From an optimization exercise on the open Yosys and OpenROAD flow, aimed at small area; shortcuts taken in it are not production practice. The RTL was checked by simulation tests, not by an equivalence proof against the original design. The clock port is modelled as an ideal driver, which makes a skipped or thinned clock tree look cheaper than it is; a real chip needs a root buffer or a tree. Power figures rest on the tool's default switching activity, not on a simulated workload.

## 02-23
// top
module top
(
    input clk,
    input rst,              
    output [7:0] segments,  
    output [3:0] digits     
);
Size in the first run: roughly 140 cells after synthesis, roughly 31 flip-flops, ~14 I/O pins, about 1200 um^2 of cells after synthesis.
==> module top, before the edit <==
module top
(
    input clk,
    input rst,              
    output [7:0] segments,  
    output [3:0] digits     
);
reg  [8:0] tmr_q;
wire [8:0] tmr = tmr_q ^ 9'd173;
wire       sec = tmr[8] & ~tmr[4] & tmr[3] & tmr[2] & ~tmr[1] & tmr[0];
reg  [2:0] sw_q;
wire [2:0] sw_cnt = sw_q ^ 3'd2;
wire       sw = sw_cnt[2] & ~sw_cnt[1];
reg  [1:0] pos_q;
wire [1:0] pos = pos_q ^ 2'd3;
reg        pend_q;
wire       pend = pend_q ^ 1'd0;
reg  [3:0] d3_q, d2_q, d1_q, d0_q;
wire [3:0] d3 = d3_q ^ 4'd10, d2 = d2_q ^ 4'd9, d1 = d1_q ^ 4'd9, d0 = d0_q ^ 4'd1;
wire [3:0] m3 = 4'd10, m2 = 4'd9, m1 = 4'd9, m0 = 4'd1;
wire inc = sw & (sec | pend);
function cy;
    input [3:0] d;
    cy = d[3] & d[0];
endfunction
wire c0 = inc;
wire c1 = c0 & cy(d0);
wire c2 = c1 & cy(d1);
wire c3 = c2 & cy(d2);
always @(posedge clk) begin
    if (rst) begin
        tmr_q  <= 9'h001 ^ 9'd173;
        sw_q   <= 3'b000 ^ 3'd2;
        pos_q  <= 2'b00 ^ 2'd3;
        pend_q <= 1'b0 ^ 1'd0;
        d0_q   <= 4'hF ^ 4'd1;
        d1_q   <= 4'hF ^ 4'd9;
        d2_q   <= 4'hF ^ 4'd9;
        d3_q   <= 4'hF ^ 4'd10;
    end else begin
        tmr_q  <= (sec ? 9'h001 : {tmr[7:0], tmr[8] ^ tmr[3]}) ^ 9'd173;
        sw_q   <= {sw_cnt[1:0], ~sw_cnt[2]} ^ 3'd2;
        pend_q <= (~sw & (sec | pend)) ^ 1'd0;
        if (sw)
            pos_q <= {pos[0], ~pos[1]} ^ 2'd3;
        if (c0) d0_q[0] <= ~d0[0] ^ m0[0];
        if (c0 & d0[0]) d0_q[1] <= (~d0[3] & ~d0[1]) ^ m0[1];
        if (c0 & d0[1] & d0[0]) d0_q[2] <= ~d0[2] ^ m0[2];
        if (c0 & d0[0]) d0_q[3] <= (~d0[3] & d0[2] & d0[1]) ^ m0[3];
        if (c1) d1_q[0] <= ~d1[0] ^ m1[0];
        if (c1 & d1[0]) d1_q[1] <= (~d1[3] & ~d1[1]) ^ m1[1];
        if (c1 & d1[1] & d1[0]) d1_q[2] <= ~d1[2] ^ m1[2];
        if (c1 & d1[0]) d1_q[3] <= (~d1[3] & d1[2] & d1[1]) ^ m1[3];
        if (c2) d2_q[0] <= ~d2[0] ^ m2[0];
        if (c2 & d2[0]) d2_q[1] <= (~d2[3] & ~d2[1]) ^ m2[1];
        if (c2 & d2[1] & d2[0]) d2_q[2] <= ~d2[2] ^ m2[2];
        if (c2 & d2[0]) d2_q[3] <= (~d2[3] & d2[2] & d2[1]) ^ m2[3];
        if (c3) d3_q[0] <= ~d3[0] ^ m3[0];
        if (c3 & d3[0]) d3_q[1] <= (~d3[3] & ~d3[1]) ^ m3[1];
        if (c3 & d3[1] & d3[0]) d3_q[2] <= ~d3[2] ^ m3[2];
        if (c3 & d3[0]) d3_q[3] <= (~d3[3] & d3[2] & d3[1]) ^ m3[3];
    end
end
wire [3:0] d = (pos == 2'b00) ? d3 :
               (pos == 2'b01) ? d2 :
               (pos == 2'b11) ? d1 : d0;
assign digits = {pos == 2'b00, pos == 2'b01, pos == 2'b11, pos == 2'b10};
assign segments[7] = (~d[3]&~d[2]&~d[1]&d[0]) | (d[3]&d[2]) | (d[2]&~d[1]&~d[0]);
assign segments[6] = (d[3]&d[2]) | (d[2]&~d[1]&d[0]) | (d[2]&d[1]&~d[0]);
assign segments[5] = (d[3]&d[2]) | (~d[2]&d[1]&~d[0]);
assign segments[4] = (~d[3]&~d[2]&~d[1]&d[0]) | (d[2]&~d[1]&~d[0]) | (d[2]&d[1]&d[0]);
assign segments[3] = (d[2]&~d[1]) | (d[0]);
assign segments[2] = (~d[3]&~d[2]&d[0]) | (~d[2]&d[1]) | (d[1]&d[0]);
assign segments[1] = (~d[3]&~d[2]&~d[1]) | (d[2]&d[1]&d[0]);
assign segments[0] = 1'b1;
endmodule
clock: 13.5 ns
lec_check: 0
cap_margin: 20
core_area: 2.3 2.72 61.64 61.2
die_area: 0 0 64 64
place_density: 0.85
slew_margin: 20
standard.sh (not shown) runs the stock make flow with config.mk's settings and CLKGATE_MAP_FILE= SYNTH_SCRIPT=/design/flow/synth_recipe.tcl, a recipe that flattens the netlist after the stock synthesis.
==> flow/flow/run.sh <==
#!/bin/bash
# The standard layout (standard.sh) with three changes:
#  - synthesis maps the logic with an area-oriented ABC script (synth.tcl, area.abc);
#  - port buffers are the smallest buffer, sky130_fd_sc_hd__buf_1;
#  - a lean clock tree: no dummy loads, few clock buffers.
set -euo pipefail
cd "$(dirname "$0")/.."
W=$PWD
sed "s#SYNTH_SCRIPT=[^ ]*#SYNTH_SCRIPT=$W/flow/synth.tcl#" standard.sh > my_standard.sh
grep -q "SYNTH_SCRIPT=$W/flow/synth.tcl" my_standard.sh
export BUFFER_PORTS_ARGS="-buffer_cell sky130_fd_sc_hd__buf_1"
export PRE_CTS_TCL=$W/flow/cts_hook.tcl
export CLK_SLEW_TARGET=0.110
export CLK_TREE_CONFIGS="clkbuf_4:2 buf_4:2 buf_12:1 buf_4:3 buf_6:2 clkbuf_4:3 clkbuf_16:1 buf_6:3 clkbuf_8:2 clkbuf_4:4 clkbuf_8:3"
bash my_standard.sh > standard.log 2>&1
Other scripts of this flow, unchanged in this note and not shown: flow/flow/area.abc, flow/flow/cts_hook.tcl, flow/flow/synth.tcl
02-23 completed end to end with timing, DRC and antenna clean.
Edits applied to the flow inputs when going from 02-23 to 05-06:
--- a/flow/design.v
+++ b/flow/design.v
@@ -64,13 +64,13 @@
 wire [3:0] d = (pos == 2'b00) ? d3 :
                (pos == 2'b01) ? d2 :
                (pos == 2'b11) ? d1 : d0;
 assign digits = {pos == 2'b00, pos == 2'b01, pos == 2'b11, pos == 2'b10};
 assign segments[7] = (~d[3]&~d[2]&~d[1]&d[0]) | (d[3]&d[2]) | (d[2]&~d[1]&~d[0]);
-assign segments[6] = (d[3]&d[2]) | (d[2]&~d[1]&d[0]) | (d[2]&d[1]&~d[0]);
-assign segments[5] = (d[3]&d[2]) | (~d[2]&d[1]&~d[0]);
+assign segments[6] = (d[3]&d[2]&d[0]) | (d[2]&~d[1]&d[0]) | (d[2]&d[1]&~d[0]);
+assign segments[5] = (d[3]&d[1]&d[0]) | (~d[2]&d[1]&~d[0]);
 assign segments[4] = (~d[3]&~d[2]&~d[1]&d[0]) | (d[2]&~d[1]&~d[0]) | (d[2]&d[1]&d[0]);
-assign segments[3] = (d[2]&~d[1]) | (d[0]);
-assign segments[2] = (~d[3]&~d[2]&d[0]) | (~d[2]&d[1]) | (d[1]&d[0]);
+assign segments[3] = (d[2]&~d[1]&~d[0]) | (d[0]);
+assign segments[2] = (~d[3]&~d[2]&d[1]&~d[0]) | (~d[3]&~d[2]&d[0]) | (d[1]&d[0]);
 assign segments[1] = (~d[3]&~d[2]&~d[1]) | (d[2]&d[1]&d[0]);
 assign segments[0] = 1'b1;
 endmodule
Notes after the runs:
Of 05-06 and 02-23, it is 05-06 that has the lower post-synthesis cell count.
[05-06 vs 02-23] wire length the detailed router placed on met1: higher in 05-06
Lower number of buffer and inverter stages on the critical path goes to 02-23 over 05-06.
05-06 against 02-23: clock network power share comparable; via count of the first global-routing pass grew by about 3.3%.
On wire length, the higher figure sits with 02-23, not 05-06.
met1 usage in global routing was lower in 02-23 than in 05-06.
Maximum clock frequency (higher): 05-06
Maximum number of pins on one net before global-route repair: 05-06 > 02-23
Compared with 02-23, in 05-06 final setup slack of the worst path now larger, power share of the combinational group held steady, portion of the clock cycle consumed by the worst path in the final layout lost 0.42 points, total grt overflow held steady.
No run of this note takes its clock network from TritonCTS; it comes from the design's own scripts or RTL.

-- re-timing with driven ports --
How much do the figures lean on ideal ports? The routed layouts below were timed once more, with nothing changed but the port constraints. Step 1 sets driving cells, clkbuf_16 on the clock port and buf_2 on the other inputs (assumed; they add their load-dependent delay and slew). Step 2 adds t to the input delays and takes it off the output delays; t is the mean of the earliest and latest rising clock arrival at the registers after step 1. Input paths then give back, and output paths get back, about the clock's delay inside the block. Slacks: ideal ports / drivers / drivers and shift; pairs: ideal ports / drivers.
run | shift t [ns] | slack for setup (ns) | hold slack, ns | latest minus earliest clock arrival (ns) | cell pins on the clock port's net
02-23 | 0.168 | 8.414 / 8.379 / 8.547 | 0.379 / 0.379 / 0.379 | 0.019 / 0.020 | 3
05-06 | 0.155 | 8.471 / 8.439 / 8.594 | 0.378 / 0.378 / 0.378 | 0.007 / 0.006 | 2
After both steps setup and hold are still met in every run listed.
